Source: an optimization exercise on an open RTL-to-GDS flow (aim: small area). Production flows keep margins and buffers that such runs may drop. In this exercise RTL edits were held to simulation tests only and were not proved equivalent to the original. Power and IR drop assume default switching activity.

[flow/design.v]
`timescale 1ns / 1ps
module conv2D_int16(
    input wire  M_AXIS_ACLK,
    input wire  M_AXIS_ARESETN,
    input wire  S_AXIS_ACLK,
    input wire  S_AXIS_ARESETN,
    output wire  M_AXIS_TVALID,
    output wire [15:0] M_AXIS_TDATA,
    output wire [1:0] M_AXIS_TKEEP,
    output wire  M_AXIS_TLAST,
    input wire  M_AXIS_TREADY,
    output wire  S_AXIS_TREADY,
    input wire [15:0] S_AXIS_TDATA,
    input wire [1:0] S_AXIS_TKEEP,
    input wire  S_AXIS_TLAST,
    input wire  S_AXIS_TVALID
    );
    localparam IDLE = 3'd0, FILTER = 3'd1, FILL = 3'd2, STREAM = 3'd3, DRAIN = 3'd4;
    reg [2:0] state;
    reg [1:0] row;       
    reg [1:0] col;       
    wire RX = M_AXIS_TREADY && S_AXIS_TVALID;
    wire s_idle   = state == IDLE;
    wire s_filter = state == FILTER;
    wire s_fill   = state == FILL;
    wire s_stream = state == STREAM;
    wire s_drain  = state == DRAIN;
    wire ph0 = row == 2'd0;
    wire ph1 = row == 2'd1;
    wire ph2 = row == 2'd2;
    wire take = (s_fill || s_stream) && RX;          
    wire pad  = s_drain && !ph2;                     
    wire adv  = take || pad;                         
    assign S_AXIS_TREADY = M_AXIS_TREADY;
    assign M_AXIS_TKEEP  = 2'b11;
    assign M_AXIS_TLAST  = s_drain;
    assign M_AXIS_TVALID = ph2 && (s_drain || (s_stream && S_AXIS_TVALID));
    reg [15:0] f [0:8];
    integer i;
    always @(posedge S_AXIS_ACLK) begin
        if ((s_idle || s_filter) && RX) begin
            f[0] <= S_AXIS_TDATA;
            for (i = 1; i < 9; i = i + 1) f[i] <= f[i-1];
        end
    end
    wire [15:0] cA = ({16{ph0}} & f[2]) | ({16{ph1}} & f[5]) | ({16{ph2}} & f[8]);  
    wire [15:0] cB = ({16{ph0}} & f[1]) | ({16{ph1}} & f[4]) | ({16{ph2}} & f[7]);  
    wire [15:0] cC = ({16{ph0}} & f[0]) | ({16{ph1}} & f[3]) | ({16{ph2}} & f[6]);  
    wire [15:0] x = S_AXIS_TDATA & {16{take}};
    wire [16:0] xe = {x, 1'b0};
    wire [7:0] one, two, neg;
    genvar k;
    generate for (k = 0; k < 8; k = k + 1) begin : enc
        assign one[k] = xe[2*k] ^ xe[2*k+1];
        assign two[k] = (xe[2*k+2] & ~xe[2*k+1] & ~xe[2*k]) | (~xe[2*k+2] & xe[2*k+1] & xe[2*k]);
        assign neg[k] = xe[2*k+2] & ~(xe[2*k+1] & xe[2*k]);
    end endgenerate
    reg [15:0] O, P0, P1, P2;
    wire [15:0] sA, sB, sC;
    mac16 mA (.one(one), .two(two), .neg(neg), .c(cA), .acc(P0), .y(sA));
    mac16 mB (.one(one), .two(two), .neg(neg), .c(cB), .acc(P1), .y(sB));
    mac16 mC (.one(one), .two(two), .neg(neg), .c(cC), .acc(P2), .y(sC));
    wire shift = adv && ph0;
    always @(posedge S_AXIS_ACLK) begin
        if (shift) O <= sA;
        P0 <= shift ? sB : sA;
        P1 <= shift ? sC : sB;
        P2 <= shift ? 16'd0 : sC;
    end
    assign M_AXIS_TDATA = O;
    always @(posedge S_AXIS_ACLK) begin
        if (!S_AXIS_ARESETN) begin
            state <= IDLE;
            row   <= 2'd0;
            col   <= 2'd0;
        end else begin
            if (adv) row <= ph2 ? 2'd0 : row + 2'd1;
            case (state)
                IDLE: begin
                    if (RX) state <= FILTER;
                    else begin
                        row <= 2'd0;
                        col <= 2'd0;
                    end
                end
                FILTER: if (RX && S_AXIS_TLAST) state <= FILL;
                FILL: if (RX) begin
                    if (ph2) col <= col + 2'd1;
                    if (ph0 && col == 2'd3) state <= STREAM;
                end
                STREAM: if (RX && S_AXIS_TLAST) state <= DRAIN;
                DRAIN: if (ph2 && M_AXIS_TREADY) state <= IDLE;
                default: state <= IDLE;
            endcase
        end
    end
endmodule
module mac16(input wire [7:0] one, input wire [7:0] two, input wire [7:0] neg, input wire [15:0] c, input wire [15:0] acc, output wire [15:0] y);
wire p1;
wire p2;
wire p3;
wire p4;
wire p5;
wire p6;
wire p7;
wire p8;
wire p9;
wire p10;
wire p11;
wire p12;
wire p13;
wire p14;
wire p15;
wire p16;
wire p17;
wire p18;
wire p19;
wire p20;
wire p21;
wire p22;
wire p23;
wire p24;
wire p25;
wire p26;
wire p27;
wire p28;
wire p29;
wire p30;
wire p31;
wire p32;
wire p33;
wire p34;
wire p35;
wire p36;
wire p37;
wire p38;
wire p39;
wire p40;
wire p41;
wire p42;
wire p43;
wire p44;
wire p45;
wire p46;
wire p47;
wire p48;
wire p49;
wire p50;
wire p51;
wire p52;
wire p53;
wire p54;
wire p55;
wire p56;
wire p57;
wire p58;
wire p59;
wire p60;
wire p61;
wire p62;
wire p63;
wire p64;
wire p65;
wire p66;
wire p67;
wire p68;
wire p69;
wire p70;
wire p71;
wire p72;
wire s73;
wire k74;
wire s75;
wire k76;
wire s77;
wire k78;
wire s79;
wire k80;
wire s81;
wire k82;
wire s83;
wire k84;
wire s85;
wire k86;
wire s87;
wire k88;
wire s89;
wire k90;
wire s91;
wire k92;
wire s93;
wire k94;
wire s95;
wire k96;
wire s97;
wire k98;
wire s99;
wire k100;
wire s101;
wire k102;
wire s103;
wire k104;
wire s105;
wire k106;
wire s107;
wire k108;
wire s109;
wire k110;
wire s111;
wire k112;
wire s113;
wire k114;
wire s115;
wire k116;
wire s117;
wire k118;
wire s119;
wire k120;
wire s121;
wire k122;
wire s123;
wire k124;
wire s125;
wire k126;
wire s127;
wire k128;
wire s129;
wire k130;
wire s131;
wire k132;
wire s133;
wire k134;
wire s135;
wire k136;
wire s137;
wire k138;
wire s139;
wire k140;
wire s141;
wire k142;
wire s143;
wire k144;
wire s145;
wire k146;
wire s147;
wire k148;
wire s149;
wire k150;
wire s151;
wire k152;
wire s153;
wire k154;
wire s155;
wire k156;
wire s157;
wire k158;
wire s159;
wire k160;
wire s161;
wire k162;
wire s163;
wire k164;
wire s165;
wire k166;
wire s167;
wire k168;
wire s169;
wire k170;
wire s171;
wire k172;
wire s173;
wire k174;
wire s175;
wire k176;
wire s177;
wire k178;
wire s179;
wire k180;
wire s181;
wire k182;
wire s183;
wire k184;
wire s185;
wire k186;
wire s187;
wire k188;
wire s189;
wire k190;
wire s191;
wire k192;
wire s193;
wire k194;
wire s195;
wire k196;
wire s197;
wire k198;
wire s199;
wire k200;
wire s201;
wire s202;
wire s203;
wire s204;
wire s205;
wire s206;
wire s207;
wire s208;
assign p1 = (c[0] & one[0]) ^ neg[0];
assign p2 = ((c[1] & one[0]) | (c[0] & two[0])) ^ neg[0];
assign p3 = ((c[2] & one[0]) | (c[1] & two[0])) ^ neg[0];
assign p4 = ((c[3] & one[0]) | (c[2] & two[0])) ^ neg[0];
assign p5 = ((c[4] & one[0]) | (c[3] & two[0])) ^ neg[0];
assign p6 = ((c[5] & one[0]) | (c[4] & two[0])) ^ neg[0];
assign p7 = ((c[6] & one[0]) | (c[5] & two[0])) ^ neg[0];
assign p8 = ((c[7] & one[0]) | (c[6] & two[0])) ^ neg[0];
assign p9 = ((c[8] & one[0]) | (c[7] & two[0])) ^ neg[0];
assign p10 = ((c[9] & one[0]) | (c[8] & two[0])) ^ neg[0];
assign p11 = ((c[10] & one[0]) | (c[9] & two[0])) ^ neg[0];
assign p12 = ((c[11] & one[0]) | (c[10] & two[0])) ^ neg[0];
assign p13 = ((c[12] & one[0]) | (c[11] & two[0])) ^ neg[0];
assign p14 = ((c[13] & one[0]) | (c[12] & two[0])) ^ neg[0];
assign p15 = ((c[14] & one[0]) | (c[13] & two[0])) ^ neg[0];
assign p16 = ((c[15] & one[0]) | (c[14] & two[0])) ^ neg[0];
assign p17 = (c[0] & one[1]) ^ neg[1];
assign p18 = ((c[1] & one[1]) | (c[0] & two[1])) ^ neg[1];
assign p19 = ((c[2] & one[1]) | (c[1] & two[1])) ^ neg[1];
assign p20 = ((c[3] & one[1]) | (c[2] & two[1])) ^ neg[1];
assign p21 = ((c[4] & one[1]) | (c[3] & two[1])) ^ neg[1];
assign p22 = ((c[5] & one[1]) | (c[4] & two[1])) ^ neg[1];
assign p23 = ((c[6] & one[1]) | (c[5] & two[1])) ^ neg[1];
assign p24 = ((c[7] & one[1]) | (c[6] & two[1])) ^ neg[1];
assign p25 = ((c[8] & one[1]) | (c[7] & two[1])) ^ neg[1];
assign p26 = ((c[9] & one[1]) | (c[8] & two[1])) ^ neg[1];
assign p27 = ((c[10] & one[1]) | (c[9] & two[1])) ^ neg[1];
assign p28 = ((c[11] & one[1]) | (c[10] & two[1])) ^ neg[1];
assign p29 = ((c[12] & one[1]) | (c[11] & two[1])) ^ neg[1];
assign p30 = ((c[13] & one[1]) | (c[12] & two[1])) ^ neg[1];
assign p31 = (c[0] & one[2]) ^ neg[2];
assign p32 = ((c[1] & one[2]) | (c[0] & two[2])) ^ neg[2];
assign p33 = ((c[2] & one[2]) | (c[1] & two[2])) ^ neg[2];
assign p34 = ((c[3] & one[2]) | (c[2] & two[2])) ^ neg[2];
assign p35 = ((c[4] & one[2]) | (c[3] & two[2])) ^ neg[2];
assign p36 = ((c[5] & one[2]) | (c[4] & two[2])) ^ neg[2];
assign p37 = ((c[6] & one[2]) | (c[5] & two[2])) ^ neg[2];
assign p38 = ((c[7] & one[2]) | (c[6] & two[2])) ^ neg[2];
assign p39 = ((c[8] & one[2]) | (c[7] & two[2])) ^ neg[2];
assign p40 = ((c[9] & one[2]) | (c[8] & two[2])) ^ neg[2];
assign p41 = ((c[10] & one[2]) | (c[9] & two[2])) ^ neg[2];
assign p42 = ((c[11] & one[2]) | (c[10] & two[2])) ^ neg[2];
assign p43 = (c[0] & one[3]) ^ neg[3];
assign p44 = ((c[1] & one[3]) | (c[0] & two[3])) ^ neg[3];
assign p45 = ((c[2] & one[3]) | (c[1] & two[3])) ^ neg[3];
assign p46 = ((c[3] & one[3]) | (c[2] & two[3])) ^ neg[3];
assign p47 = ((c[4] & one[3]) | (c[3] & two[3])) ^ neg[3];
assign p48 = ((c[5] & one[3]) | (c[4] & two[3])) ^ neg[3];
assign p49 = ((c[6] & one[3]) | (c[5] & two[3])) ^ neg[3];
assign p50 = ((c[7] & one[3]) | (c[6] & two[3])) ^ neg[3];
assign p51 = ((c[8] & one[3]) | (c[7] & two[3])) ^ neg[3];
assign p52 = ((c[9] & one[3]) | (c[8] & two[3])) ^ neg[3];
assign p53 = (c[0] & one[4]) ^ neg[4];
assign p54 = ((c[1] & one[4]) | (c[0] & two[4])) ^ neg[4];
assign p55 = ((c[2] & one[4]) | (c[1] & two[4])) ^ neg[4];
assign p56 = ((c[3] & one[4]) | (c[2] & two[4])) ^ neg[4];
assign p57 = ((c[4] & one[4]) | (c[3] & two[4])) ^ neg[4];
assign p58 = ((c[5] & one[4]) | (c[4] & two[4])) ^ neg[4];
assign p59 = ((c[6] & one[4]) | (c[5] & two[4])) ^ neg[4];
assign p60 = ((c[7] & one[4]) | (c[6] & two[4])) ^ neg[4];
assign p61 = (c[0] & one[5]) ^ neg[5];
assign p62 = ((c[1] & one[5]) | (c[0] & two[5])) ^ neg[5];
assign p63 = ((c[2] & one[5]) | (c[1] & two[5])) ^ neg[5];
assign p64 = ((c[3] & one[5]) | (c[2] & two[5])) ^ neg[5];
assign p65 = ((c[4] & one[5]) | (c[3] & two[5])) ^ neg[5];
assign p66 = ((c[5] & one[5]) | (c[4] & two[5])) ^ neg[5];
assign p67 = (c[0] & one[6]) ^ neg[6];
assign p68 = ((c[1] & one[6]) | (c[0] & two[6])) ^ neg[6];
assign p69 = ((c[2] & one[6]) | (c[1] & two[6])) ^ neg[6];
assign p70 = ((c[3] & one[6]) | (c[2] & two[6])) ^ neg[6];
assign p71 = (c[0] & one[7]) ^ neg[7];
assign p72 = ((c[1] & one[7]) | (c[0] & two[7])) ^ neg[7];
fa_cell us73 (.a(acc[0]), .b(neg[0]), .c(p1), .s(s73), .co(k74));
fa_cell us75 (.a(acc[1]), .b(p2), .c(k74), .s(s75), .co(k76));
fa_cell us77 (.a(acc[2]), .b(neg[1]), .c(p3), .s(s77), .co(k78));
fa_cell us79 (.a(p17), .b(s77), .c(k76), .s(s79), .co(k80));
fa_cell us81 (.a(acc[3]), .b(p4), .c(p18), .s(s81), .co(k82));
fa_cell us83 (.a(k78), .b(s81), .c(k80), .s(s83), .co(k84));
fa_cell us85 (.a(acc[4]), .b(neg[2]), .c(p5), .s(s85), .co(k86));
fa_cell us87 (.a(p19), .b(p31), .c(k82), .s(s87), .co(k88));
fa_cell us89 (.a(s85), .b(s87), .c(k84), .s(s89), .co(k90));
fa_cell us91 (.a(acc[5]), .b(p6), .c(p20), .s(s91), .co(k92));
fa_cell us93 (.a(p32), .b(k86), .c(s91), .s(s93), .co(k94));
fa_cell us95 (.a(k88), .b(s93), .c(k90), .s(s95), .co(k96));
fa_cell us97 (.a(acc[6]), .b(neg[3]), .c(p7), .s(s97), .co(k98));
fa_cell us99 (.a(p21), .b(p33), .c(p43), .s(s99), .co(k100));
fa_cell us101 (.a(k92), .b(s97), .c(s99), .s(s101), .co(k102));
fa_cell us103 (.a(k94), .b(s101), .c(k96), .s(s103), .co(k104));
fa_cell us105 (.a(acc[7]), .b(p8), .c(p22), .s(s105), .co(k106));
fa_cell us107 (.a(p34), .b(p44), .c(k98), .s(s107), .co(k108));
fa_cell us109 (.a(k100), .b(s105), .c(k102), .s(s109), .co(k110));
fa_cell us111 (.a(s107), .b(s109), .c(k104), .s(s111), .co(k112));
fa_cell us113 (.a(acc[8]), .b(neg[4]), .c(p9), .s(s113), .co(k114));
fa_cell us115 (.a(p23), .b(p35), .c(p45), .s(s115), .co(k116));
fa_cell us117 (.a(p53), .b(k106), .c(s113), .s(s117), .co(k118));
fa_cell us119 (.a(s115), .b(k108), .c(s117), .s(s119), .co(k120));
fa_cell us121 (.a(k110), .b(s119), .c(k112), .s(s121), .co(k122));
fa_cell us123 (.a(acc[9]), .b(p10), .c(p24), .s(s123), .co(k124));
fa_cell us125 (.a(p36), .b(p46), .c(p54), .s(s125), .co(k126));
fa_cell us127 (.a(k114), .b(k116), .c(s123), .s(s127), .co(k128));
fa_cell us129 (.a(s125), .b(k118), .c(s127), .s(s129), .co(k130));
fa_cell us131 (.a(k120), .b(s129), .c(k122), .s(s131), .co(k132));
fa_cell us133 (.a(acc[10]), .b(neg[5]), .c(p11), .s(s133), .co(k134));
fa_cell us135 (.a(p25), .b(p37), .c(p47), .s(s135), .co(k136));
fa_cell us137 (.a(p55), .b(p61), .c(k124), .s(s137), .co(k138));
fa_cell us139 (.a(k126), .b(s133), .c(s135), .s(s139), .co(k140));
fa_cell us141 (.a(k128), .b(s137), .c(s139), .s(s141), .co(k142));
fa_cell us143 (.a(k130), .b(s141), .c(k132), .s(s143), .co(k144));
fa_cell us145 (.a(acc[11]), .b(p12), .c(p26), .s(s145), .co(k146));
fa_cell us147 (.a(p38), .b(p48), .c(p56), .s(s147), .co(k148));
fa_cell us149 (.a(p62), .b(k134), .c(k136), .s(s149), .co(k150));
fa_cell us151 (.a(s145), .b(s147), .c(k138), .s(s151), .co(k152));
fa_cell us153 (.a(k140), .b(s149), .c(s151), .s(s153), .co(k154));
fa_cell us155 (.a(k142), .b(s153), .c(k144), .s(s155), .co(k156));
fa_cell us157 (.a(acc[12]), .b(neg[6]), .c(p13), .s(s157), .co(k158));
fa_cell us159 (.a(p27), .b(p39), .c(p49), .s(s159), .co(k160));
fa_cell us161 (.a(p57), .b(p63), .c(p67), .s(s161), .co(k162));
fa_cell us163 (.a(k146), .b(k148), .c(s157), .s(s163), .co(k164));
fa_cell us165 (.a(s159), .b(s161), .c(k150), .s(s165), .co(k166));
fa_cell us167 (.a(s163), .b(k152), .c(s165), .s(s167), .co(k168));
fa_cell us169 (.a(k154), .b(s167), .c(k156), .s(s169), .co(k170));
fa_cell us171 (.a(acc[13]), .b(p14), .c(p28), .s(s171), .co(k172));
fa_cell us173 (.a(p40), .b(p50), .c(p58), .s(s173), .co(k174));
fa_cell us175 (.a(p64), .b(p68), .c(k158), .s(s175), .co(k176));
fa_cell us177 (.a(k160), .b(k162), .c(s171), .s(s177), .co(k178));
fa_cell us179 (.a(s173), .b(k164), .c(s175), .s(s179), .co(k180));
fa_cell us181 (.a(s177), .b(k166), .c(s179), .s(s181), .co(k182));
fa_cell us183 (.a(k168), .b(s181), .c(k170), .s(s183), .co(k184));
fa_cell us185 (.a(acc[14]), .b(neg[7]), .c(p15), .s(s185), .co(k186));
fa_cell us187 (.a(p29), .b(p41), .c(p51), .s(s187), .co(k188));
fa_cell us189 (.a(p59), .b(p65), .c(p69), .s(s189), .co(k190));
fa_cell us191 (.a(p71), .b(k172), .c(k174), .s(s191), .co(k192));
fa_cell us193 (.a(s185), .b(s187), .c(s189), .s(s193), .co(k194));
fa_cell us195 (.a(k176), .b(k178), .c(s191), .s(s195), .co(k196));
fa_cell us197 (.a(s193), .b(k180), .c(s195), .s(s197), .co(k198));
fa_cell us199 (.a(k182), .b(s197), .c(k184), .s(s199), .co(k200));
assign s201 = acc[15] ^ p16 ^ p30;
assign s202 = p42 ^ p52 ^ p60;
assign s203 = p66 ^ p70 ^ p72;
assign s204 = k186 ^ k188 ^ k190;
assign s205 = s201 ^ s202 ^ s203;
assign s206 = k192 ^ k194 ^ s204;
assign s207 = s205 ^ k196 ^ s206;
assign s208 = k198 ^ s207 ^ k200;
assign y = {s208, s199, s183, s169, s155, s143, s131, s121, s111, s103, s95, s89, s83, s79, s75, s73};
endmodule
module fa_cell(input wire a, input wire b, input wire c, output wire s, output wire co);
assign s = a ^ b ^ c;
assign co = (a & b) | (a & c) | (b & c);
endmodule
module ha_cell(input wire a, input wire b, output wire s, output wire co);
assign s = a ^ b;
assign co = a & b;
endmodule
[flow/run.sh]
#!/bin/bash
# synth_recipe.tcl (not shown) runs the flow's synth.tcl, then flattens the netlist and writes it again
# the make line also repeats each setting of config.mk as NAME=value (left out here)
make -C /OpenROAD-flow-scripts/flow DESIGN_CONFIG=/design/flow/config.mk WORK_HOME=/design/flow/orfs CLKGATE_MAP_FILE= SYNTH_SCRIPT=/design/flow/synth_recipe.tcl finish
[flow/config.mk]
export PLATFORM = sky130hd
export DESIGN_NAME = conv2D_int16
export DESIGN_NICKNAME = conv2D_int16
export VERILOG_FILES = /design/flow/design.v
export SDC_FILE = /design/flow/constraint.sdc
export NUM_CORES = 4
export LEC_CHECK = 0
export CAP_MARGIN = 20
export CORE_MARGIN = 2
export CORE_UTILIZATION = 45
export CTS_BUF_LIST = sky130_fd_sc_hd__clkbuf_16
export CTS_CLUSTER_DIAMETER = 80
export CTS_CLUSTER_SIZE = 24
export PLACE_DENSITY = 0.6
export SLEW_MARGIN = 20
export SYNTH_HIERARCHICAL = 1
export SYNTH_MINIMUM_KEEP_SIZE = 0
[flow/constraint.sdc]
create_clock -name core_clock -period 16.0 [get_ports {S_AXIS_ACLK}]
set_input_delay 3.2000 -clock core_clock [delete_from_list [all_inputs] [get_ports {S_AXIS_ACLK}]]
set_output_delay 3.2000 -clock core_clock [all_outputs]
set_load 0.01 [all_outputs]
==> metrics.md, run 1 <==
| Metric | Value |
|---|---|
| Vert. Die Dim | `196 µm` |
| First-pass GRT wire length | `67.0 mm` |
| Relative slew slack | `23.0%` |
| Critical path arrival | `12,950 ps` |
| Ys Warns | `8` |
| Crit Path Category | `input port to register` |
| Startpoint types | `input port` |
| Initial DRC count | `1,018` |
| Initial antenna violation count | `0` |
| Clk sinks | `215` |
| FFs w/ async S/R, synth | `0%` |
| Final period util | `78.3%` |
| Register bit total from synthesis | `215` |
| Final setup TNS | `0 ps` |
| H-tree depth | `1` |
| Fmax | `79.9 MHz` |
| Worst IR drop on VDD | `79.6 µV` |
| Final-report hold violation count | `0` |
| DR vias | `10,600` |
| Die W | `196 µm` |
| 1st-pass router iterations | `8` |
| Setup crit end kind | `register` |
| Design Area, Final | `18,000 µm²` |
| Max clock buf depth | `3` |
| CTS root buf | `clkbuf_16` |
| Cell mode on critical path | `fa_1` |
| # hold bufs at CTS | `0` |
| Pwr per Cell Area | `91.4 nW/µm²` |
| Pwr Total | `1640 µW` |
| Global route overflow | `0` |
| Max Cap Violations | `0` |
| Syn-to-layout area delta | `7.87%` |
| Clock-pin slew on the worst setup and hold paths | `100 ps` |
| Share of cells above drive strength 1 | `12.1%` |
| Inserted Clock Buffers | `19` |
| Worst Path Max Fanout | `29` |
| Mapped Area | `16,700 µm²` |
| Site row count | `70` |
| Post-CTS resize count | `0` |
| Post-synthesis sequential area ratio | `35.5%` |
| Clk_skew | `19.4 ps` |
| Gpl congestion | `0.851` |
| Antenna Cells | `0` |
| ANT nets after route | `0` |
| Placed Area | `17,300 µm²` |
| RSZ-0062 raised after global routing | `no` |
| Core box area | `36,500 µm²` |
| DRC viols | `0` |
| I/O pins | `46` |
| Final setup violation count | `0` |
| Post-layout nets | `1,520` |
| TritonCTS clock tree | `built` |
| Pin count of the biggest net entering global routing | `83` |
| Fin crit period | `12,520 ps` |
| Synth cell types | `45` |
| Syn avg cell area | `12.4 µm²` |
| Placed cells | `1,749` |
| Slowest Stage Delay on Critical Path | `630 ps` |
| Vias in the first global route | `11,400` |
| Worst hold-check path type | `register to register` |
| Slew @ Worst Pin | `1150 ps` |
| Final WL | `42.6 mm` |
| Status | `complete, no violations` |
| Via/cell ratio | `5.93` |
| Initial Util | `45.6%` |
| Detail Placement HPWL | `28.3 mm` |
| Die area | `38,600 µm²` |
| Hold_ws | `430 ps` |
| Routed len/inst | `23.9 µm` |
| Leakage Power | `0.00641 µW` |
| IO Port Bufs | `39` |
| Post-Synthesis Cells | `1,341` |
| Worst skew pair latency | `530 ps` |
| Worst Path Required | `16,430 ps` |
| Number of enable flip-flop cells after synthesis | `160` |
| Setup Fix Bufs, Post-CTS | `0` |
| Primary FF master, synth | `edfxtp_1` |
| Fin cells | `1,781` |
| GRT Total Usage | `22.9%` |
| Pins Over Slew Limit | `0` |
| Slowest CP cell | `clkdlybuf4s50_1` |
==> Yosys stat by module, one instance, submodules excluded <==
module	cells inside	area, µm²	flops+latches	copies in the design
fa_cell	1	20.0	0	192
conv2D_int16	537	8200	215	1
mac16	204	1540	0	3
==> critical path: cells and delay by family <==
| kind | cells | cell delay, ps |
|---|---|---|
| buf+inv | 2 | 970 |
| fa+ha+maj | 14 | 5640 |
| mux | 1 | 270 |
| simple gates | 3 | 1370 |
| compound gates | 1 | 170 |
| xor+xnor | 6 | 1270 |
==> cells by family after synthesis <==
family	synth area share [%]
adders and majority gates	23.2
muxes	5.89
other	0.0225
and+or+nand+nor	4.53
xor gates and xnor gates	14.4
AOI/OAI and AO/OA	11.0
buffers and inverters	5.57
DFF	35.5
==> cells in the final DEF, fill, tap and decap left out, types with 4 or more instances in the layout <==
cell,synthesis,routed
mux2i_1,50,50
clkdlybuf4s50_1,0,39
xor2_1,10,10
clkbuf_16,0,19
xnor2_1,256,256
o21ai_1,0,9
edfxtp_1,160,160
inv_1,4,5
o21ai_0,49,40
fa_1,192,192
mux2_4,32,32
and2_1,19,17
or3b_2,7,7
a21oi_1,12,8
a22oi_1,192,192
nand3b_1,9,9
buf_4,54,66
nor2_1,8,4
nand2_1,82,82
inv_16,0,5
dfxtp_1,55,54
and3_2,0,5
==> metrics by stage <==
step,worst slack [ps],utilization [%]
2_1_floorplan,1980,-
3_3_place_gp,2990,47.3
3_5_place_dp,2950,47.3
4_1_cts,3490,49.2
5_1_grt,3010,49.2
6_report,3480,49.2
==> cell type report <==
type | count | area [µm²]
clock buffers | 19 | 475
well taps | 468 | 586
clock inverters | 13 | 198
repair buffers | 105 | 886
multi-input cells | 956 | 9890
flip-flops and latches | 215 | 5910
inverters | 5 | 20.0
fillers | 3212 | 18600
==> routing by layer <==
layer	vias to the layer above	share of wire, %	GRT usage (%)
li1	4563	-	-
met1	5498	42	31.9
met2	428	47	37.1
met3	73	8.0	3.92
met4	0	2.5	6.17
met5	-	0	0
==> cells in the mapped netlist (2+ instances only) <==
cell type / count / area share, %
a2111oi_0: 2 / 0.11
a21oi_1: 12 / 0.36
a22oi_1: 192 / 8.7
and2_1: 19 / 0.71
and3_1: 7 / 0.26
and3b_1: 2 / 0.11
buf_1: 17 / 0.38
buf_2: 9 / 0.27
buf_4: 54 / 2.4
buf_6: 9 / 0.61
clkbuf_1: 74 / 1.7
clkbuf_2: 3 / 0.090
dfxtp_1: 55 / 6.6
edfxtp_1: 160 / 29
fa_1: 192 / 23
inv_1: 4 / 0.090
mux2_4: 32 / 2.9
mux2i_1: 50 / 3.0
nand2_1: 82 / 1.8
nand3_1: 2 / 0.060
nand3b_1: 9 / 0.41
nand4b_1: 2 / 0.11
nor2_1: 8 / 0.18
nor2b_1: 2 / 0.075
nor3_1: 2 / 0.060
nor3b_1: 2 / 0.090
o21ai_0: 49 / 1.5
or3b_2: 7 / 0.37
xnor2_1: 256 / 13
xnor3_1: 3 / 0.41
xor2_1: 10 / 0.53
==> final timing paths <==
| check | from | to | slack, ps | cells past startpoint |
|---|---|---|---|---|
| max reg2reg | state[1]$_SDFFE_PN0P_ | P1[15]$_DFF_P_ | 6140 | 26 |
| max | M_AXIS_TREADY | P1[15]$_DFF_P_ | 3480 | 27 |
| min reg2reg | f[6][7]$_DFFE_PP_ | f[7][7]$_DFFE_PP_ | 430 | 0 |
| min | f[6][7]$_DFFE_PP_ | f[7][7]$_DFFE_PP_ | 430 | 0 |
==> power by group <==
part | internal [µW] | switching, µW | leakage, µW | total, µW
clock network | 243 | 262 | 0.000331 | 505
registers | 687 | 46.9 | 0.00196 | 734
logic | 208 | 195 | 0.00412 | 404
==> sequential cells by signal, summed over array words and instances, names as in the netlist <==
| register | count |
|---|---|
| col | 2 |
| state | 3 |
| P0 | 16 |
| f | 144 |
| row | 2 |
| O | 16 |
| P2 | 16 |
| P1 | 16 |
==> run 2: changes to the inputs <==
==> flow/flow/run.sh (new file) <==
#!/bin/bash
set -euo pipefail
bash standard.sh "BUFFER_PORTS_ARGS=-buffer_cell sky130_fd_sc_hd__buf_1" finish > standard.log 2>&1
==> flow/standard.sh (new file) <==
#!/bin/bash
# synth_recipe.tcl (not shown) runs the flow's synth.tcl, then flattens the netlist and writes it again
# the make line also repeats each setting of config.mk as NAME=value (left out here)
make -C /OpenROAD-flow-scripts/flow DESIGN_CONFIG=/design/flow/config.mk WORK_HOME=/design/flow/orfs CLKGATE_MAP_FILE= SYNTH_SCRIPT=/design/flow/synth_recipe.tcl "${@:-finish}"
--- a/flow/config.mk
+++ b/flow/config.mk
@@ -10,5 +10,4 @@
 export CORE_UTILIZATION = 45
-export CTS_BUF_LIST = sky130_fd_sc_hd__clkbuf_16
-export CTS_CLUSTER_DIAMETER = 80
-export CTS_CLUSTER_SIZE = 24
+export CTS_BUF_LIST = sky130_fd_sc_hd__clkbuf_8
+export GPL_TIMING_DRIVEN = 1
 export PLACE_DENSITY = 0.6
removed: flow/run.sh
==> run 2 against run 1 <==
Critical path depth is the same. Die area is the same. Critical path type unchanged. Clock skew grew 33 ps. Cell count grew 1.9%. Critical endpoint unchanged. Still clean. Via count is essentially flat. Sequential power is essentially flat. Global-route usage grew 0.066 points. Sequential share of layout area grew 0.20 points.
==> metrics.md, run 2 <==
| Metric | Value |
|---|---|
| I/O pins | `46 (unchanged)` |
| Number of enable flip-flop cells after synthesis | `160 (unchanged)` |
| Inserted Clock Buffers | `41 (was 19)` |
| Leakage Power | `0.00638 µW (was 0.00641 µW)` |
| Status | `complete, no violations (unchanged)` |
| Share of power burned in registers | `42.3% (was 44.7%)` |
| Final setup TNS | `0 ps (unchanged)` |
| Syn-to-layout area delta | `7.26% (was 7.87%)` |
| Antenna Cells | `0 (unchanged)` |
| Vert. Die Dim | `196 µm (unchanged)` |
| Register bit total from synthesis | `215 (unchanged)` |
| Max clock buf depth | `3 (unchanged)` |
| Worst skew pair latency | `630 ps (was 530 ps)` |
| Most frequent cells in the layout | `256 x xnor2_1, 192 x a22oi_1, 192 x fa_1, 160 x edfxtp_1, 82 x nand2_1 (unchanged)` |
| Die W | `196 µm (unchanged)` |
| First-pass GRT wire length | `67.4 mm (was 67.0 mm)` |
| CTS root buf | `clkbuf_8 (was clkbuf_16)` |
| Clock-pin slew on the worst setup and hold paths | `60 ps (was 100 ps)` |
| 1st-pass router iterations | `5 (was 8)` |
| Design Area, Final | `17,900 µm² (was 18,000 µm²)` |
| Synth area leaders | `edfxtp_1 29%, fa_1 23%, xnor2_1 13%, a22oi_1 8.7%, dfxtp_1 6.6% (unchanged)` |
| Most common cell after layout, fill and taps aside | `xnor2_1 (unchanged)` |
| Pin count of the biggest net entering global routing | `83 (unchanged)` |
| Initial Util | `45.6% (unchanged)` |
| TritonCTS clock tree | `built (unchanged)` |
| Worst r2r path cells | `26 (unchanged)` |
| Setup WS pre-CTS | `3200 ps (was 2950 ps)` |
| Routed len/inst | `23.5 µm (was 23.9 µm)` |
| Gpl congestion | `0.852 (was 0.851)` |
| Hold_ws | `433 ps (was 430 ps)` |
| Initial antenna violation count | `0 (unchanged)` |
| Core box area | `36,500 µm² (unchanged)` |
| Fillers | `3,249 (was 3,212)` |
| Setup Fix Bufs, Post-CTS | `0 (unchanged)` |
| Detail Placement HPWL | `28.0 mm (was 28.3 mm)` |
| Post-CTS resize count | `0 (unchanged)` |
| ANT nets after route | `0 (unchanged)` |
| Fmax | `81.1 MHz (was 79.9 MHz)` |
| Post-Synthesis Cells | `1,341 (unchanged)` |
| Clk_skew | `52.7 ps (was 19.4 ps)` |
| Worst IR drop on VDD | `56.6 µV (was 79.6 µV)` |
| Via/cell ratio | `5.82 (was 5.93)` |
| Worst hold-check path type | `register to register (unchanged)` |
| Slowest Stage Delay on Critical Path | `580 ps (was 630 ps)` |
| Post-synthesis sequential area ratio | `35.5% (unchanged)` |
| Final WL | `42.6 mm (about the same)` |
| Fin cells | `1,814 (was 1,781)` |
| Vias in the first global route | `11,600 (was 11,400)` |
| Logic pwr share | `23.4% (was 24.6%)` |
| Worst path top cell family by delay | `adder cells (unchanged)` |
| Clock Power Share | `34.3% (was 30.8%)` |
| Commonest cells post-synth | `256 x xnor2_1, 192 x a22oi_1, 192 x fa_1 (unchanged)` |
| Area share of the leading cell type in the synthesized netlist | `28.9% (unchanged)` |
| Largest Register | `f (unchanged)` |
| Pwr per Cell Area | `97.0 nW/µm² (was 91.4 nW/µm²)` |
| Initial DRC count | `1,033 (was 1,018)` |
| Placed cells | `1,743 (was 1,749)` |
| Crit Path Category | `input port to register (unchanged)` |
| Cell mode on critical path | `fa_1 (unchanged)` |
| Max FFs per register | `144 (unchanged)` |
| DRC viols | `0 (unchanged)` |
| Site row count | `70 (unchanged)` |
| Dominant cell type by area after synthesis | `edfxtp_1 (unchanged)` |
| Worst Path Required | `16,540 ps (was 16,430 ps)` |
| Post-layout nets | `1,536 (was 1,520)` |
| Slew @ Worst Pin | `1090 ps (was 1150 ps)` |
| Setup crit end kind | `register (unchanged)` |
| FFs w/ async S/R, synth | `0% (unchanged)` |
| Ys Warns | `8 (unchanged)` |
| Max Cap Violations | `0 (unchanged)` |
| Synth cell types | `45 (unchanged)` |
| Syn avg cell area | `12.4 µm² (unchanged)` |
| H-tree depth | `2 (was 1)` |
| Fin crit period | `12,320 ps (was 12,520 ps)` |
| Global route overflow | `0 (unchanged)` |
| Final period util | `77.0% (was 78.3%)` |
| Critical Path Stages | `27 (unchanged)` |
| RSZ-0062 raised after global routing | `no (unchanged)` |
| Relative slew slack | `27.4% (was 23.0%)` |
| Slowest CP cell | `and4b_1 (was clkdlybuf4s50_1)` |
| Crit path buf inv count | `2 (unchanged)` |
| GRT Total Usage | `22.9% (about the same)` |
| IO Port Bufs | `39 (unchanged)` |
| Final-report hold violation count | `0 (unchanged)` |
| Startpoint types | `input port (unchanged)` |
| Share of cells above drive strength 1 | `13.4% (was 12.1%)` |
| DR vias | `10,600 (about the same)` |
| Final setup violation count | `0 (unchanged)` |
| P_int | `1230 µW (was 1140 µW)` |
| Final WS setup | `3680 ps (was 3480 ps)` |
| Hold path depth | `0 (unchanged)` |
| Count leader, synth | `xnor2_1 (unchanged)` |
| Die area | `38,600 µm² (unchanged)` |
| # hold bufs at CTS | `0 (unchanged)` |
| Mapped Area | `16,700 µm² (unchanged)` |
| Placed Area | `17,000 µm² (was 17,300 µm²)` |
| Worst Path Max Fanout | `45 (was 29)` |
| Psw | `504 µW (about the same)` |
| Clk sinks | `215 (unchanged)` |
| Sw Ratio | `29.1% (was 30.7%)` |
| Critical path arrival | `12,860 ps (was 12,950 ps)` |
| Primary FF master, synth | `edfxtp_1 (unchanged)` |
| Pins Over Slew Limit | `0 (unchanged)` |
-- run 2: cell counts after synthesis --
No cell type changed its count.
-- run 2: modules after synthesis (local to each module, per instance) --
module        cell area [µm²]  copies in the design  cells inside  flops+latches
conv2D_int16             8200                     1           537            215
fa_cell                  20.0                   192             1              0
mac16                    1540                     3           204              0
-- run 2: area by class of cell --
| cell class | instances | area [µm²] | share of cell area [%] |
|---|---|---|---|
| clock inverter | 27 | 254 | 1.42 |
| multi-input combinational | 956 | 9890 | 55.4 |
| sequential | 215 | 5910 | 33.1 |
| tap | 468 | 586 | 3.28 |
| inverter | 5 | 20.0 | 0.112 |
| clock buffer | 44 | 606 | 3.39 |
| timing repair buffer | 99 | 597 | 3.34 |
-- run 2: final timing paths --
path,startpoint,endpoint,slack (ps)
setup / recovery,M_AXIS_TREADY,P1[15]$_DFF_P_,3680
hold / removal,f[2][1]$_DFFE_PP_,f[3][1]$_DFFE_PP_,430
setup reg to reg,state[1]$_SDFFE_PN0P_,P1[15]$_DFF_P_,5930
hold reg to reg,f[2][1]$_DFFE_PP_,f[3][1]$_DFFE_PP_,430
-- run 2: worst reg2reg max path, delay by kind of cell, from the launching register on --
family / cells / cell delay [ps]
compound gates: 1 / 220
simple gates: 3 / 1290
flops: 1 / 590
mux: 1 / 230
buf+inv: 1 / 490
fa+ha+maj: 14 / 5670
xor+xnor: 6 / 1530
-- run 2: cells by family (layout without fill, tap and decap cells) --
family                     count (synthesis)  after routing  share of synthesized area, %
xor gates and xnor gates                 269            269                          14.4
AOI/OAI and AO/OA                        261            261                          11.0
DFF                                      215            215                          35.5
adders and majority gates                193            193                          23.2
buffers and inverters                    171            175                          5.57
and+or+nand+nor                          149            149                          4.53
muxes                                     82             82                          5.89
other                                      1              2                        0.0225
-- run 2: power groups by stage --
stage | registers [µW] | clock network, µW | logic, µW
floorplan | 741 | 0 | 377
global placement | 745 | 0 | 394
detailed placement | 746 | 0 | 405
CTS | 736 | 610 | 406
global route | 745 | 633 | 453
finish | 733 | 595 | 405
-- run 2: per-layer routing --
layer  GRT usage [%]  up-vias  share of wire [%]
met1            32.2     5486                 44
met3            3.66       72                7.0
li1                -     4603                  -
met4            7.52        0                2.3
met2            36.6      400                 47
met5               0        -                  0
-- run 2: through the flow --
step	power (µW)	util (%)
finish	1730	48.9
floorplan	1120	-
global route	1830	48.9
detailed placement	1150	46.6
global placement	1140	46.6
CTS	1750	48.9
==> run 3: changes to the inputs <==
--- a/flow/config.mk
+++ b/flow/config.mk
@@ -9,6 +9,8 @@
 export CORE_MARGIN = 2
-export CORE_UTILIZATION = 45
+export CORE_UTILIZATION = 65
 export CTS_BUF_LIST = sky130_fd_sc_hd__clkbuf_8
+export CTS_CLUSTER_DIAMETER = 60
+export CTS_CLUSTER_SIZE = 14
 export GPL_TIMING_DRIVEN = 1
-export PLACE_DENSITY = 0.6
+export PLACE_DENSITY = 0.8
 export SLEW_MARGIN = 20
==> run 3 against run 2 <==
Hold slack better by 1.9 ps. Die area is 30% lower. Sequential cell count stayed put. Clock skew is 30 ps lower. Largest power group unchanged.
==> metrics.md, run 3 <==
| Metric | Value |
|---|---|
| Status | `complete, no violations (unchanged)` |
| Pins Over Slew Limit | `0 (unchanged)` |
| Die W | `164 µm (was 196 µm)` |
| Slowest Stage Delay on Critical Path | `560 ps (was 580 ps)` |
| 1st-pass router iterations | `8 (was 5)` |
| Pin count of the biggest net entering global routing | `90 (was 83)` |
| RSZ-0062 raised after global routing | `no (unchanged)` |
| Final setup violation count | `0 (unchanged)` |
| Synth area leaders | `edfxtp_1 29%, fa_1 23%, xnor2_1 13%, a22oi_1 8.7%, dfxtp_1 6.6% (unchanged)` |
| Post-Synth Simple-Gate Area | `4.53% (unchanged)` |
| Gpl congestion | `0.878 (was 0.852)` |
| H-tree depth | `1 (was 2)` |
| ANT nets after route | `0 (unchanged)` |
| Cell mode on critical path | `fa_1 (unchanged)` |
| Post-layout nets | `1,516 (was 1,536)` |
| Final WL | `40.0 mm (was 42.6 mm)` |
| DRC viols | `0 (unchanged)` |
| Post-CTS resize count | `0 (unchanged)` |
| Slowest CP cell | `and4b_1 (unchanged)` |
| Critical path arrival | `12,880 ps (was 12,860 ps)` |
| Syn avg cell area | `12.4 µm² (unchanged)` |
| Detail Placement HPWL | `26.3 mm (was 28.0 mm)` |
| Largest Register | `f (unchanged)` |
| Area share of the leading cell type in the synthesized netlist | `28.9% (unchanged)` |
| Worst Path Max Fanout | `29 (was 45)` |
| Final-report hold violation count | `0 (unchanged)` |
| Dominant cell type by area after synthesis | `edfxtp_1 (unchanged)` |
| FFs w/ async S/R, synth | `0% (unchanged)` |
| Pwr per Cell Area | `88.2 nW/µm² (was 97.0 nW/µm²)` |
| Max FFs per register | `144 (unchanged)` |
| Multiplexer share of the synthesized area | `5.89% (unchanged)` |
| Worst IR drop on VDD | `89.7 µV (was 56.6 µV)` |
| Relative slew slack | `19.6% (was 27.4%)` |
| Post-Synthesis Cells | `1,341 (unchanged)` |
| IO Port Bufs | `39 (unchanged)` |
| Final period util | `77.6% (was 77.0%)` |
| Initial Util | `66.1% (was 45.6%)` |
| Hold_ws | `435 ps (was 433 ps)` |
| Share of cells above drive strength 1 | `11.5% (was 13.4%)` |
| Setup crit end kind | `register (unchanged)` |
| GRT Total Usage | `31.0% (was 22.9%)` |
| Most frequent cells in the layout | `256 x xnor2_1, 192 x a22oi_1, 192 x fa_1, 160 x edfxtp_1, 82 x nand2_1 (unchanged)` |
| Max clock buf depth | `3 (unchanged)` |
| Count leader, synth | `xnor2_1 (unchanged)` |
| Fmax | `80.5 MHz (was 81.1 MHz)` |
| Worst hold-check path type | `register to register (unchanged)` |
| Vert. Die Dim | `164 µm (was 196 µm)` |
| # hold bufs at CTS | `0 (unchanged)` |
| Register bit total from synthesis | `215 (unchanged)` |
| Die area | `26,900 µm² (was 38,600 µm²)` |
| Post-synthesis sequential area ratio | `35.5% (unchanged)` |
| Global route overflow | `0 (unchanged)` |
| Final setup TNS | `0 ps (unchanged)` |
| Placed cells | `1,603 (was 1,743)` |
| Primary FF master, synth | `edfxtp_1 (unchanged)` |
| Most common cell after layout, fill and taps aside | `xnor2_1 (unchanged)` |
| DR vias | `10,800 (was 10,600)` |
| Post-Route Utilization | `68.8% (was 48.9%)` |
| I/O pins | `46 (unchanged)` |
| Core box area | `25,200 µm² (was 36,500 µm²)` |
| Leakage Power | `0.00622 µW (was 0.00638 µW)` |
| Antenna Cells | `0 (unchanged)` |
| Xor-xnor portion of the synthesized cell area | `14.4% (unchanged)` |
| Pwr Total | `1530 µW (was 1730 µW)` |
| Setup Fix Bufs, Post-CTS | `0 (unchanged)` |
| Site row count | `58 (was 70)` |
| Main combinational cell family by area after synthesis | `adder cells (unchanged)` |
| FF-to-FF setup slack | `5850 ps (was 5930 ps)` |
| Startpoint types | `input port (unchanged)` |
| Mapped Area | `16,700 µm² (unchanged)` |
| Ys Warns | `8 (unchanged)` |
| Max Cap Violations | `0 (unchanged)` |
| Commonest cells post-synth | `256 x xnor2_1, 192 x a22oi_1, 192 x fa_1 (unchanged)` |
| Routed len/inst | `24.3 µm (was 23.5 µm)` |
| Syn-to-layout area delta | `3.96% (was 7.26%)` |
| TritonCTS clock tree | `built (unchanged)` |
| Clk sinks | `215 (unchanged)` |
| Clk_skew | `22.6 ps (was 52.7 ps)` |
| Initial DRC count | `1,254 (was 1,033)` |
| Number of enable flip-flop cells after synthesis | `160 (unchanged)` |
| Synth Area in Compound Gates | `11.0% (unchanged)` |
| Worst skew pair latency | `560 ps (was 630 ps)` |
| Inserted Clock Buffers | `23 (was 41)` |
| Worst Path Required | `16,460 ps (was 16,540 ps)` |
| CTS root buf | `clkbuf_8 (unchanged)` |
| Crit Path Category | `input port to register (unchanged)` |
| Initial antenna violation count | `0 (unchanged)` |
| Fin cells | `1,645 (was 1,814)` |
| First-pass GRT wire length | `63.5 mm (was 67.4 mm)` |
| Synthesized-area fraction occupied by adder cells | `23.2% (unchanged)` |
| Slew @ Worst Pin | `1190 ps (was 1090 ps)` |
| Via/cell ratio | `6.57 (was 5.82)` |
| Fillers | `1,804 (was 3,249)` |
| Clock-pin slew on the worst setup and hold paths | `90 ps (was 60 ps)` |
| Synth cell types | `45 (unchanged)` |
| Fin crit period | `12,420 ps (was 12,320 ps)` |
| Vias in the first global route | `11,500 (was 11,600)` |
run 3: cell counts after synthesis:
No cell type changed its count.
run 3: stage by stage:
| step | instance area [µm²] | setup slack, ps |
|---|---|---|
| after global placement | 16800 | 3120 |
| after CTS | 17300 | 3650 |
| after global routing | 17300 | 3310 |
| after floorplan | 16700 | 1980 |
| final | 17300 | 3580 |
| after detailed placement | 16800 | 3070 |
run 3: cell type report:
type / count / area (µm²) / share of cell area (%)
clock buffers: 24 / 330 / 1.91
multi-input cells: 956 / 9890 / 57.2
inverters: 5 / 20.0 / 0.116
flip-flops and latches: 215 / 5910 / 34.1
well taps: 330 / 413 / 2.38
clock inverters: 18 / 164 / 0.947
repair buffers: 97 / 582 / 3.36
run 3: cells by family (layout without fill, tap and decap cells):
| group | after synthesis | count (layout) |
|---|---|---|
| XOR/XNOR | 269 | 269 |
| AO/OA/AOI/OAI | 261 | 261 |
| flip-flops | 215 | 215 |
| adder cells (fa/ha/maj) | 193 | 193 |
| buffers and inverters | 171 | 144 |
| AND/OR/NAND/NOR | 149 | 149 |
| multiplexers | 82 | 82 |
| other | 1 | 2 |
run 3: worst paths after layout:
path | start | end | depth (start not counted)
worst min register to register | f[7][2]$_DFFE_PP_ | f[8][2]$_DFFE_PP_ | 0
worst max register to register | state[1]$_SDFFE_PN0P_ | P1[15]$_DFF_P_ | 26
worst max-delay path | S_AXIS_TVALID | P1[15]$_DFF_P_ | 27
worst min-delay path | f[7][2]$_DFFE_PP_ | f[8][2]$_DFFE_PP_ | 0
run 3: report_power, final:
group | internal [µW] | switching (µW)
logic | 206 | 196
clock network | 180 | 214
registers | 687 | 45.0
total | 1070 | 455
run 3: per-module statistics from Yosys (local to each module, per instance):
module / flip-flops and latches / cell area, µm² / times used
mac16: 0 / 1540 / 3
conv2D_int16: 215 / 8200 / 1
fa_cell: 0 / 20.0 / 192
run 3: per-layer routing:
layer	track usage [%]	share of wire, %
met5	0	0
met4	9.45	3.0
met3	6.01	11
met2	49.3	47
met1	43.5	39
run 3: worst max-delay path, delay by kind of cell:
family,cells,cell delay [ps]
compound gates,1,170
fa+ha+maj,14,5620
simple gates,3,1600
mux,1,270
xor+xnor,6,1290
buf+inv,2,700
==> run 4: changes to the inputs <==
--- a/flow/design.v
+++ b/flow/design.v
@@ -55,3 +55,3 @@
         assign two[k] = (xe[2*k+2] & ~xe[2*k+1] & ~xe[2*k]) | (~xe[2*k+2] & xe[2*k+1] & xe[2*k]);
-        assign neg[k] = xe[2*k+2] & ~(xe[2*k+1] & xe[2*k]);
+        assign neg[k] = xe[2*k+2];
     end endgenerate
==> flow/flow/run.sh (replaced) <==
#!/bin/bash
set -euo pipefail
bash standard.sh \
  "BUFFER_PORTS_ARGS=-buffer_cell sky130_fd_sc_hd__buf_1" \
  "CTS_ARGS=-sink_clustering_enable -repair_clock_nets -sink_clustering_size 14 -sink_clustering_max_diameter 60 -buf_list sky130_fd_sc_hd__clkbuf_8 -dont_use_dummy_load" \
  finish > standard.log 2>&1
==> run 4 against run 3 <==
Global-route usage decreased by 0.41 points. Clock-buffer cell count increased by 2. Via count decreased by 1.0%. Register-to-register slack improved by 380 ps. Hold slack got worse by 22 ps. Sequential power about the same.
==> metrics.md, run 4 <==
| Metric | Value |
|---|---|
| Final-report hold violation count | `0 (unchanged)` |
| Final WL | `39.6 mm (was 40.0 mm)` |
| First-pass GRT wire length | `62.5 mm (was 63.5 mm)` |
| Post-Route Utilization | `68.2% (was 68.8%)` |
| ANT nets after route | `0 (unchanged)` |
| Number of enable flip-flop cells after synthesis | `160 (unchanged)` |
| Max FFs per register | `144 (unchanged)` |
| Syn avg cell area | `12.4 µm² (about the same)` |
| Syn-to-layout area delta | `3.09% (was 3.96%)` |
| Fin crit period | `12,160 ps (was 12,420 ps)` |
| Fmax | `82.2 MHz (was 80.5 MHz)` |
| Most frequent cells in the layout | `256 x xnor2_1, 192 x a22oi_1, 192 x fa_1, 160 x edfxtp_1, 84 x nand2_1 (was 256 x xnor2_1, 192 x a22oi_1, 192 x fa_1, 160 x edfxtp_1, 82 x nand2_1)` |
| RSZ-0062 raised after global routing | `no (unchanged)` |
| Most common cell after layout, fill and taps aside | `xnor2_1 (unchanged)` |
| I/O pins | `46 (unchanged)` |
| Dominant cell type by area after synthesis | `edfxtp_1 (unchanged)` |
| Worst IR drop on VDD | `73.4 µV (was 89.7 µV)` |
| IO Port Bufs | `39 (unchanged)` |
| Die area | `26,900 µm² (about the same)` |
| Clk_skew | `49.1 ps (was 22.6 ps)` |
| Worst hold-check path type | `register to register (unchanged)` |
| Count leader, synth | `xnor2_1 (unchanged)` |
| TritonCTS clock tree | `built (unchanged)` |
| Worst Path Required | `16,490 ps (was 16,460 ps)` |
| Setup crit end kind | `register (unchanged)` |
| Register bit total from synthesis | `215 (unchanged)` |
| Die W | `164 µm (about the same)` |
| Critical path arrival | `12,660 ps (was 12,880 ps)` |
| Relative slew slack | `27.9% (was 19.6%)` |
| Vias in the first global route | `11,200 (was 11,500)` |
| Initial antenna violation count | `0 (unchanged)` |
| Status | `complete, no violations (unchanged)` |
| Pwr per Cell Area | `84.9 nW/µm² (was 88.2 nW/µm²)` |
| 1st-pass router iterations | `6 (was 8)` |
| Initial Util | `66.2% (was 66.1%)` |
| Routed len/inst | `24.4 µm (was 24.3 µm)` |
| GRT Total Usage | `30.5% (was 31.0%)` |
| Largest Register | `f (unchanged)` |
| Vert. Die Dim | `164 µm (about the same)` |
| Commonest cells post-synth | `256 x xnor2_1, 192 x a22oi_1, 192 x fa_1 (unchanged)` |
| Max clock buf depth | `3 (unchanged)` |
| Via/cell ratio | `6.58 (was 6.57)` |
| Share of cells above drive strength 1 | `10.9% (was 11.5%)` |
| Final setup TNS | `0 ps (unchanged)` |
| Clk sinks | `215 (unchanged)` |
| Pin count of the biggest net entering global routing | `85 (was 90)` |
| Synth cell types | `41 (was 45)` |
| DRC viols | `0 (unchanged)` |
| DR vias | `10,700 (was 10,800)` |
| Post-layout nets | `1,516 (unchanged)` |
| Setup Fix Bufs, Post-CTS | `0 (unchanged)` |
| Gpl congestion | `0.919 (was 0.878)` |
| H-tree depth | `1 (unchanged)` |
| Final setup violation count | `0 (unchanged)` |
| # hold bufs at CTS | `0 (unchanged)` |
| Final period util | `76.0% (was 77.6%)` |
| Antenna Cells | `0 (unchanged)` |
| Primary FF master, synth | `edfxtp_1 (unchanged)` |
| Core box area | `25,100 µm² (was 25,200 µm²)` |
| Worst Path Max Fanout | `40 (was 29)` |
| Post-CTS resize count | `0 (unchanged)` |
| Slew @ Worst Pin | `1080 ps (was 1190 ps)` |
| Leakage Power | `0.00612 µW (was 0.00622 µW)` |
| Global route overflow | `0 (unchanged)` |
| FFs w/ async S/R, synth | `0% (unchanged)` |
| Area share of the leading cell type in the synthesized netlist | `28.9% (about the same)` |
| Pins Over Slew Limit | `0 (unchanged)` |
| Max Cap Violations | `0 (unchanged)` |
| Initial DRC count | `1,216 (was 1,254)` |
| Crit Path Category | `input port to register (unchanged)` |
| Site row count | `58 (unchanged)` |
| CTS root buf | `clkbuf_8 (unchanged)` |
| Inserted Clock Buffers | `26 (was 23)` |
| Worst skew pair latency | `580 ps (was 560 ps)` |
| Clock-pin slew on the worst setup and hold paths | `100 ps (was 90 ps)` |
| Post-Synthesis Cells | `1,336 (was 1,341)` |
| Startpoint types | `input port (unchanged)` |
| Synth area leaders | `edfxtp_1 29%, fa_1 23%, xnor2_1 13%, a22oi_1 8.7%, dfxtp_1 6.6% (unchanged)` |
| Mapped Area | `16,600 µm² (was 16,700 µm²)` |
| Detail Placement HPWL | `26.5 mm (was 26.3 mm)` |
| Post-synthesis sequential area ratio | `35.5% (about the same)` |
| Ys Warns | `8 (unchanged)` |
==> run 4: cell count changes after synthesis, moves of 4 or more <==
cell / change
nor2_1: +8
and3_1: -7
and2_1: +6
clkbuf_1: -5
or3b_2: -5
buf_2: +4
==> run 4: cell families after synthesis <==
group / share of synthesized area, %
AND/OR/NAND/NOR: 4.44
AO/OA/AOI/OAI: 10.9
buffers and inverters: 5.62
XOR/XNOR: 14.4
flip-flops: 35.5
multiplexers: 5.90
other: 0.0226
adder cells (fa/ha/maj): 23.2
==> run 4: modules after synthesis (local to each module, per instance) <==
module        flops+latches  times used  area [µm²]
fa_cell                   0         192        20.0
mac16                     0           3        1540
conv2D_int16            215           1        8170
==> run 4: final cells by class <==
type / instances / area [µm²]
clock buffer: 26 / 358
tap: 330 / 413
inverter: 2 / 7.51
timing repair buffer: 99 / 597
fill: 1780 / 7980
multi-input combinational: 954 / 9850
sequential: 215 / 5910
==> run 4: power breakdown <==
part | internal (µW) | total, µW | switching [µW]
registers | 685 | 730 | 44.7
clock network | 143 | 332 | 189
logic | 200 | 393 | 193
total | 1030 | 1460 | 427
==> run 4: metrics by stage <==
step | instances | power, µW | worst slack [ps] | instance area (µm²) | hold slack, ps
after detailed placement | 1600 | 1130 | 3400 | 16800 | 432
final | 1626 | 1460 | 3840 | 17100 | 413
after floorplan | 1337 | 1110 | 2040 | 16600 | 426
after global placement | 1600 | 1110 | 3450 | 16800 | 427
after global routing | 1626 | 1530 | 3500 | 17100 | 413
after CTS | 1626 | 1470 | 3940 | 17100 | 412
==> run 4: critical path, cell delays in order <==
cell     delay (ps)
buf_1           310
and4b_4         420
and2_4          340
buf_4           660
xnor2_1         180
fa_1            410
fa_1            380
fa_1            380
fa_1            390
fa_1            400
fa_1            410
fa_1            430
fa_1            400
fa_1            400
fa_1            390
fa_1            410
fa_1            400
fa_1            410
fa_1            390
fa_1            380
xor2_1          160
xnor2_1         180
xnor3_1         430
xnor2_1         150
xnor2_1         380
mux2_4          220
==> run 4: per-layer routing <==
| metal | routed length [µm] | part of all wire, % | GRT usage, % | vias up |
|---|---|---|---|---|
| met2 | 18700 | 47 | 48.4 | 691 |
| met1 | 15300 | 39 | 43.1 | 5381 |
| met5 | 0 | 0 | 0 | - |
| met4 | 1370 | 3.4 | 10.9 | 0 |
| met3 | 4260 | 11 | 5.15 | 136 |
| li1 | - | - | - | 4498 |
==> run 4: worst paths after layout <==
path	slack, ps	cells after the start	end	from
setup reg to reg	6230	25	P0[15]$_DFF_P_	state[1]$_SDFFE_PN0P_
setup / recovery	3840	26	P0[15]$_DFF_P_	M_AXIS_TREADY
hold / removal	410	0	f[5][15]$_DFFE_PP_	f[4][15]$_DFFE_PP_
hold reg to reg	410	0	f[5][15]$_DFFE_PP_	f[4][15]$_DFFE_PP_
==> run 5: changes to the inputs <==
--- a/flow/config.mk
+++ b/flow/config.mk
@@ -9,3 +9,3 @@
 export CORE_MARGIN = 2
-export CORE_UTILIZATION = 65
+export CORE_UTILIZATION = 45
 export CTS_BUF_LIST = sky130_fd_sc_hd__clkbuf_8
@@ -14,3 +14,3 @@
 export GPL_TIMING_DRIVEN = 1
-export PLACE_DENSITY = 0.8
+export PLACE_DENSITY = 0.6
 export SLEW_MARGIN = 20
==> run 5 against run 4 <==
Still clean on timing, DRC and antenna. Non-clock buffer count decreased by 2. Routed wire length increased by 6.4%. Synthesized cell count unchanged. Utilization decreased by 21 points. Critical path depth unchanged. Sequential power about the same. Power increased by 0.25%. Clock-buffer cell count increased by 1. Register-to-register slack about the same. Via count decreased by 3.4%. Cell count increased by 8.4%. Combinational power decreased by 2%. Critical path type unchanged. Critical endpoint unchanged. Largest cell class unchanged. Largest power group unchanged. Highest routed layer unchanged.
==> metrics.md, run 5 <==
| Metric | Value |
|---|---|
| Reg area | `5910 µm² (about the same)` |
| Global route overflow | `0 (unchanged)` |
| Synth cell types | `41 (unchanged)` |
| Post-Synthesis Cells | `1,336 (unchanged)` |
| RSZ-0062 raised after global routing | `no (unchanged)` |
| CTS root buf | `clkbuf_8 (unchanged)` |
| Pins Over Slew Limit | `0 (unchanged)` |
| Detail Placement HPWL | `27.7 mm (was 26.5 mm)` |
| Largest Register | `f (unchanged)` |
| Slew @ Worst Pin | `1130 ps (was 1080 ps)` |
| Routed len/inst | `23.9 µm (was 24.4 µm)` |
| Inserted Clock Buffers | `27 (was 26)` |
| GRT Total Usage | `22.2% (was 30.5%)` |
| Post-layout nets | `1,515 (was 1,516)` |
| ANT nets after route | `0 (unchanged)` |
| Site row count | `70 (was 58)` |
| Register bit total from synthesis | `215 (unchanged)` |
| FFs w/ async S/R, synth | `0% (unchanged)` |
| Status | `complete, no violations (unchanged)` |
| # hold bufs at CTS | `0 (unchanged)` |
| Worst skew pair latency | `620 ps (was 580 ps)` |
| Share of cells above drive strength 1 | `11.0% (was 10.9%)` |
| Fin crit period | `12,050 ps (was 12,160 ps)` |
| Post-synthesis sequential area ratio | `35.5% (unchanged)` |
| DRC viols | `0 (unchanged)` |
| Clock-pin slew on the worst setup and hold paths | `90 ps (was 100 ps)` |
| Pin count of the biggest net entering global routing | `92 (was 85)` |
| Die area | `38,500 µm² (was 26,900 µm²)` |
| Worst hold-check path type | `register to register (unchanged)` |
| H-tree depth | `1 (unchanged)` |
| Number of enable flip-flop cells after synthesis | `160 (unchanged)` |
| Final setup violation count | `0 (unchanged)` |
| Die W | `196 µm (was 164 µm)` |
| DR vias | `10,300 (was 10,700)` |
| Via/cell ratio | `5.87 (was 6.58)` |
| Syn-to-layout area delta | `4.16% (was 3.09%)` |
| I/O pins | `46 (unchanged)` |
| Leakage Power | `0.00612 µW (about the same)` |
| Vias in the first global route | `11,300 (was 11,200)` |
| TritonCTS clock tree | `built (unchanged)` |
| Worst IR drop on VDD | `55.1 µV (was 73.4 µV)` |
| Gpl congestion | `0.833 (was 0.919)` |
| Most common cell after layout, fill and taps aside | `xnor2_1 (unchanged)` |
| Core box area | `36,500 µm² (was 25,100 µm²)` |
| Clk sinks | `215 (unchanged)` |
| Initial DRC count | `936 (was 1,216)` |
| Synth area leaders | `edfxtp_1 29%, fa_1 23%, xnor2_1 13%, a22oi_1 8.7%, dfxtp_1 6.6% (unchanged)` |
| Crit Path Category | `input port to register (unchanged)` |
| Final-report hold violation count | `0 (unchanged)` |
| Max clock buf depth | `3 (unchanged)` |
| Fillers | `3,303 (was 1,780)` |
| IO Port Bufs | `39 (unchanged)` |
| Initial Util | `45.5% (was 66.2%)` |
| Setup crit end kind | `register (unchanged)` |
| Startpoint types | `input port (unchanged)` |
| Worst Path Required | `16,540 ps (was 16,490 ps)` |
| Ys Warns | `8 (unchanged)` |
| Dominant cell type by area after synthesis | `edfxtp_1 (unchanged)` |
| Count leader, synth | `xnor2_1 (unchanged)` |
| Placed cells | `1,736 (was 1,600)` |
| Final WL | `42.1 mm (was 39.6 mm)` |
| Post-CTS resize count | `0 (unchanged)` |
| Area share of the leading cell type in the synthesized netlist | `28.9% (unchanged)` |
| Clk_skew | `92.7 ps (was 49.1 ps)` |
| Mapped Area | `16,600 µm² (unchanged)` |
| Syn avg cell area | `12.4 µm² (unchanged)` |
| Critical path arrival | `12,590 ps (was 12,660 ps)` |
| Placed Area | `16,900 µm² (was 16,800 µm²)` |
| Fin cells | `1,763 (was 1,626)` |
| 1st-pass router iterations | `5 (was 6)` |
| Design Area, Final | `17,300 µm² (was 17,100 µm²)` |
| Worst Path Max Fanout | `19 (was 40)` |
| Cell mode on critical path | `fa_1 (unchanged)` |
| Final setup TNS | `0 ps (unchanged)` |
| Commonest cells post-synth | `256 x xnor2_1, 192 x a22oi_1, 192 x fa_1 (unchanged)` |
| Final period util | `75.3% (was 76.0%)` |
| Relative slew slack | `24.4% (was 27.9%)` |
| Fmax | `83.0 MHz (was 82.2 MHz)` |
| Slowest Stage Delay on Critical Path | `610 ps (was 660 ps)` |
| Most frequent cells in the layout | `256 x xnor2_1, 192 x a22oi_1, 192 x fa_1, 160 x edfxtp_1, 84 x nand2_1 (unchanged)` |
| Pwr per Cell Area | `84.3 nW/µm² (was 84.9 nW/µm²)` |
| Hold_ws | `394 ps (was 413 ps)` |
| Setup Fix Bufs, Post-CTS | `0 (unchanged)` |
| Antenna Cells | `0 (unchanged)` |
| Slowest CP cell | `nor2b_4 (was buf_4)` |
| Vert. Die Dim | `196 µm (was 164 µm)` |
| Initial antenna violation count | `0 (unchanged)` |
| Max FFs per register | `144 (unchanged)` |
| First-pass GRT wire length | `65.5 mm (was 62.5 mm)` |
| Max Cap Violations | `0 (unchanged)` |
| Primary FF master, synth | `edfxtp_1 (unchanged)` |
| Area of the multi-input gates | `9850 µm² (about the same)` |
==> run 5: cell counts after synthesis <==
Identical to the previous run, type by type.
==> run 5: per-stage QoR <==
| stage | setup WS, ps | power [µW] | utilization, % |
|---|---|---|---|
| 2_1_floorplan | 2040 | 1110 | - |
| 3_3_place_gp | 3410 | 1120 | 46.4 |
| 3_5_place_dp | 3390 | 1130 | 46.4 |
| 4_1_cts | 3990 | 1480 | 47.4 |
| 5_1_grt | 3560 | 1550 | 47.4 |
| 6_report | 3950 | 1460 | 47.4 |
==> run 5: per-module statistics from Yosys (local to each module, per instance) <==
module	cells	copies in the design
mac16	204	3
conv2D_int16	532	1
fa_cell	1	192
==> run 5: path summary, 6_finish.rpt <==
check                                            from           endpoint  slack (ps)  depth (start not counted)
worst min register to register      f[4][9]$_DFFE_PP_  f[5][9]$_DFFE_PP_         390                          0
worst max-delay path                    M_AXIS_TREADY     P0[15]$_DFF_P_        3950                         26
worst min-delay path                f[4][9]$_DFFE_PP_  f[5][9]$_DFFE_PP_         390                          0
worst max register to register  state[1]$_SDFFE_PN0P_     P0[15]$_DFF_P_        6230                         25
==> run 5: critical path, delay by kind of cell <==
kind	cells	cell delay, ps
multiplexers	1	230
adder cells (fa/ha/maj)	14	5700
buffers and inverters	1	270
AND/OR/NAND/NOR	3	1460
XOR/XNOR	6	1490
AO/OA/AOI/OAI	1	200
==> run 5: layout make-up <==
cell class | instances | share of cell area (%)
Clock buffer | 27 | 2.15
Timing Repair Buffer | 97 | 3.38
Multi-Input combinational cell | 954 | 56.9
Tap cell | 468 | 3.38
Sequential cell | 215 | 34.1
Inverter | 2 | 0.0434
==> run 5: per-layer routing <==
layer  track usage (%)  part of all wire (%)  vias up
met1              31.0                    44     5351
met3              2.68                   6.6       78
li1                  -                     -     4502
met2              36.6                    47      415
met5                 0                     0        -
met4              6.76                   2.3        0
==> run 5: cell families after synthesis <==
| kind of cell | count (synthesis) | share of synthesized area [%] |
|---|---|---|
| xor+xnor | 269 | 14.4 |
| compound gates | 258 | 10.9 |
| flops | 215 | 35.5 |
| fa+ha+maj | 193 | 23.2 |
| buf+inv | 168 | 5.62 |
| simple gates | 150 | 4.44 |
| mux | 82 | 5.90 |
| other cells | 1 | 0.0226 |
==> run 5: where the power goes <==
part | total (µW) | internal, µW | switching (µW)
clock network | 344 | 148 | 196
registers | 729 | 685 | 44.3
logic | 385 | 198 | 187
total | 1460 | 1030 | 428

afterwards: timing with drivers on the ports:
The results above use ideal ports. As a check the final layouts listed here were re-extracted and re-timed, cells and wires unchanged. Step 1 (the two cells are an assumption about what drives the block):
set clk [get_ports {S_AXIS_ACLK}]
set_driving_cell -lib_cell sky130_fd_sc_hd__clkbuf_16 $clk
set_driving_cell -lib_cell sky130_fd_sc_hd__buf_2 [delete_from_list [all_inputs] $clk]
Step 2 moves the port delays by t, midway between the first and last clock arrival at a register: inputs arrive t later, outputs are due t later. That takes back most of the time a late clock gives input paths. Three values: no drivers, after step 1, after step 2; two values: the first two.
run | shift t [ns] | setup WS [ns] | latest minus earliest clock arrival (ns)
run 1 | 0.570 | 3.480 / 3.508 / 2.938 | 0.020 / 0.020
run 2 | 0.645 | 3.677 / 3.698 / 3.054 | 0.053 / 0.053
run 3 | 0.593 | 3.578 / 3.600 / 3.007 | 0.023 / 0.023
run 4 | 0.603 | 3.839 / 3.863 / 3.259 | 0.049 / 0.049
run 5 | 0.627 | 3.948 / 3.977 / 3.350 | 0.092 / 0.093
After both steps every run listed still meets setup and hold. For run 2, which loses most, drivers alone change the setup slack by +0.021 ns; drivers and shift together by -0.623 ns.
